From an optimization exercise on the open Yosys and OpenROAD flow, aimed at small area; shortcuts taken in it are not production practice. In this exercise RTL edits were held to simulation tests only and were not proved equivalent to the original. The clock input has no modelled driver; a real chip could not lean on it and would need a root buffer or a full tree. Power figures rest on the tool's default switching activity, not on a simulated workload.

== ember ==
## TopEntity
module TopEntity
(
	input clk100khz,
	input rst,
	input mode_set_o,
	input inc_o,
	input dec_o,
	output wire [5: 0] scan,
	output wire [7: 0] dout
);
Settings: LEC_CHECK=0, CAP_MARGIN=0, CORE_MARGIN=2, CORE_UTILIZATION=80, GPL_TIMING_DRIVEN=0, PLACE_DENSITY=0.92, SLEW_MARGIN=0; clock period 10.0 ns.
standard.sh (not shown) runs the stock make flow with config.mk's settings and CLKGATE_MAP_FILE= SYNTH_SCRIPT=/design/flow/synth_recipe.tcl, a recipe that flattens the netlist after the stock synthesis.
==> flow/flow/run.sh <==
#!/bin/bash
# Own layout flow: the standard flow with these changes, made through
# ORFS's own variables and hooks:
#  - synthesis is the standard flow's synthesis script with an area-oriented ABC script
#    (flow/area.abc) and without Yosys's adder extraction (ADDER_MAP_FILE
#    empty), so ABC maps all the logic itself;
#  - input/output ports are buffered with sky130_fd_sc_hd__buf_1;
#  - the clock tree is built by flow/manual_cts.tcl (a few clock buffers,
#    each driving one cluster of flip-flops and sized for its load; the
#    cluster count with the least buffer area is kept) instead of TritonCTS.
# The tools' own logs are in orfs/logs/; make's output is in synth.log and
# standard.log here.
set -euo pipefail
here=$(pwd)
export FLOW_WORK="$here"
export MY_ABC_SCRIPT="$here/flow/area.abc"
export BUFFER_PORTS_ARGS="-buffer_cell sky130_fd_sc_hd__buf_1"
export PRE_CTS_TCL="$here/flow/manual_cts.tcl"
export MCTS_K=${MCTS_K:-"2 3 4"}
# each clock buffer is then downsized to the smallest of these that keeps its
# flip-flops' estimated clock slew within MCTS_SLEW ns
export MCTS_SIZES="sky130_fd_sc_hd__buf_4 sky130_fd_sc_hd__buf_6 sky130_fd_sc_hd__buf_8 sky130_fd_sc_hd__buf_12 sky130_fd_sc_hd__buf_16"
export MCTS_SLEW=0.100

# synthesis (same make call as standard.sh, with the synthesis script and
# adder mapping changed)
make -C "$FLOW_HOME" DESIGN_CONFIG="$here/config.mk" WORK_HOME="$here/orfs" \
  CLKGATE_MAP_FILE= ADDER_MAP_FILE= SYNTH_SCRIPT="$here/flow/synth_wrap.tcl" \
  synth > synth.log 2>&1
grep -q "area.abc" abc_script_used.txt

# the rest of the standard flow, from the synthesised netlist
bash standard.sh > standard.log 2>&1
==> flow/flow/area.abc <==
strash
balance
rewrite
refactor
balance
rewrite
rewrite -z
balance
refactor -z
rewrite -z
balance
balance
rewrite
refactor
balance
rewrite
rewrite -z
balance
refactor -z
rewrite -z
balance
&get -n
&deepsyn -J 500 -S 4 -T 300
&put
&get -n
&dch -f
&nf -p -R 1000 -F 8 -A 4
&put
topo
dnsize
Other scripts of this flow, unchanged in this note and not shown: flow/flow/manual_cts.tcl, flow/flow/synth_wrap.tcl
For indigo, these inputs were changed with respect to ember:
diff --git a/flow/flow/area.abc b/flow/flow/area.abc
--- a/flow/flow/area.abc
+++ b/flow/flow/area.abc
@@ -28,2 +28,10 @@
 &put
+strash
+&get -n
+&deepsyn -J 500 -S 4 -T 300
+&put
+&get -n
+&dch -f
+&nf -p -R 1000 -F 8 -A 4
+&put
 topo
diff --git a/flow/config.mk b/flow/config.mk
--- a/flow/config.mk
+++ b/flow/config.mk
@@ -10,3 +10,2 @@
 export CORE_UTILIZATION = 80
-export GPL_TIMING_DRIVEN = 0
 export PLACE_DENSITY = 0.92
Results
- The total length of routed met2 wires of indigo exceeds that of ember by 5.3%.
- [indigo] final area rose about 1% relative to ember
- Comparing ember and indigo, met3 routed wirelength is higher on indigo.
- Compared to ember, the routing of indigo uses more wire.
- The final reports for indigo and ember show via count of the first global-routing pass higher in the former.
- Taking ember as the reference point, the worst hold slack of indigo rises by 0.0089 ns.
- Global placement routability congestion in indigo is 2.7% above ember.
- Summary: with ember as the reference, die boundary height in indigo moved up slightly.
- Against ember, indigo comes in 0.099 ns higher on worst-case setup margin in the final layout.
- indigo vs ember: via count up in indigo
No run of this note takes its clock network from TritonCTS; it comes from the design's own scripts or RTL.

* * *

## orange
Starting RTL as in the previous note.
Design TopEntity, start of the top module:
module TopEntity
(
	input clk100khz,
	input rst,
	input mode_set_o,
	input inc_o,
	input dec_o,
	output wire [5: 0] scan,
	output wire [7: 0] dout
);
clock: 10.0 ns
lec_check: 0
cap_margin: 10
core_margin: 2
core_utilization: 80
gpl_timing_driven: 0
place_density: 0.92
slew_margin: 10
Scripts as last shown in full above: flow/flow/run.sh
Other scripts of this flow, unchanged in this note and not shown: flow/flow/area.abc, flow/flow/manual_cts.tcl, flow/flow/synth_wrap.tcl
### orange -> red
- CAP_MARGIN changed from 10 to 20
- SLEW_MARGIN changed from 10 to 20
Notes after the runs:
red ended with less transition time at the pin with the least slew margin than orange.
Diff red..orange | sequential share of power | negligible
orange → red: final worst-path cycle share roughly the same; total power lower.
Relative to orange, global routing usage summed across all routing layers increased by 1.4 points in red.
Cmp red vs orange: power in the clock group lower in red
No run of this note takes its clock network from TritonCTS; it comes from the design's own scripts or RTL.

afterwards: timing with drivers on the ports:
Ports are ideal in the flow. The routed layouts listed here were re-timed in OpenROAD.
Step 1, drivers: a clkbuf_16 drives clk100khz and a buf_2 each remaining input, both assumed.
Step 2 moves the port delays by t, midway between the first and last clock arrival at a register: inputs arrive t later, outputs are due t later. That takes back most of the time a late clock gives input paths.
Three values: ideal ports, drivers, drivers and shift; two values: the first two.
run	shift t [ns]	slack for setup (ns)	slew at the worst register clock pin (ns)	cell pins on the clock port's net
ember	0.196	5.548 / 5.488 / 5.684	0.11 / 0.11	3
indigo	0.187	5.647 / 5.586 / 5.773	0.10 / 0.10	4
orange	0.196	5.548 / 5.488 / 5.684	0.11 / 0.11	3
red	0.188	5.536 / 5.478 / 5.666	0.11 / 0.11	3
After both steps setup and hold are still met in every run listed.
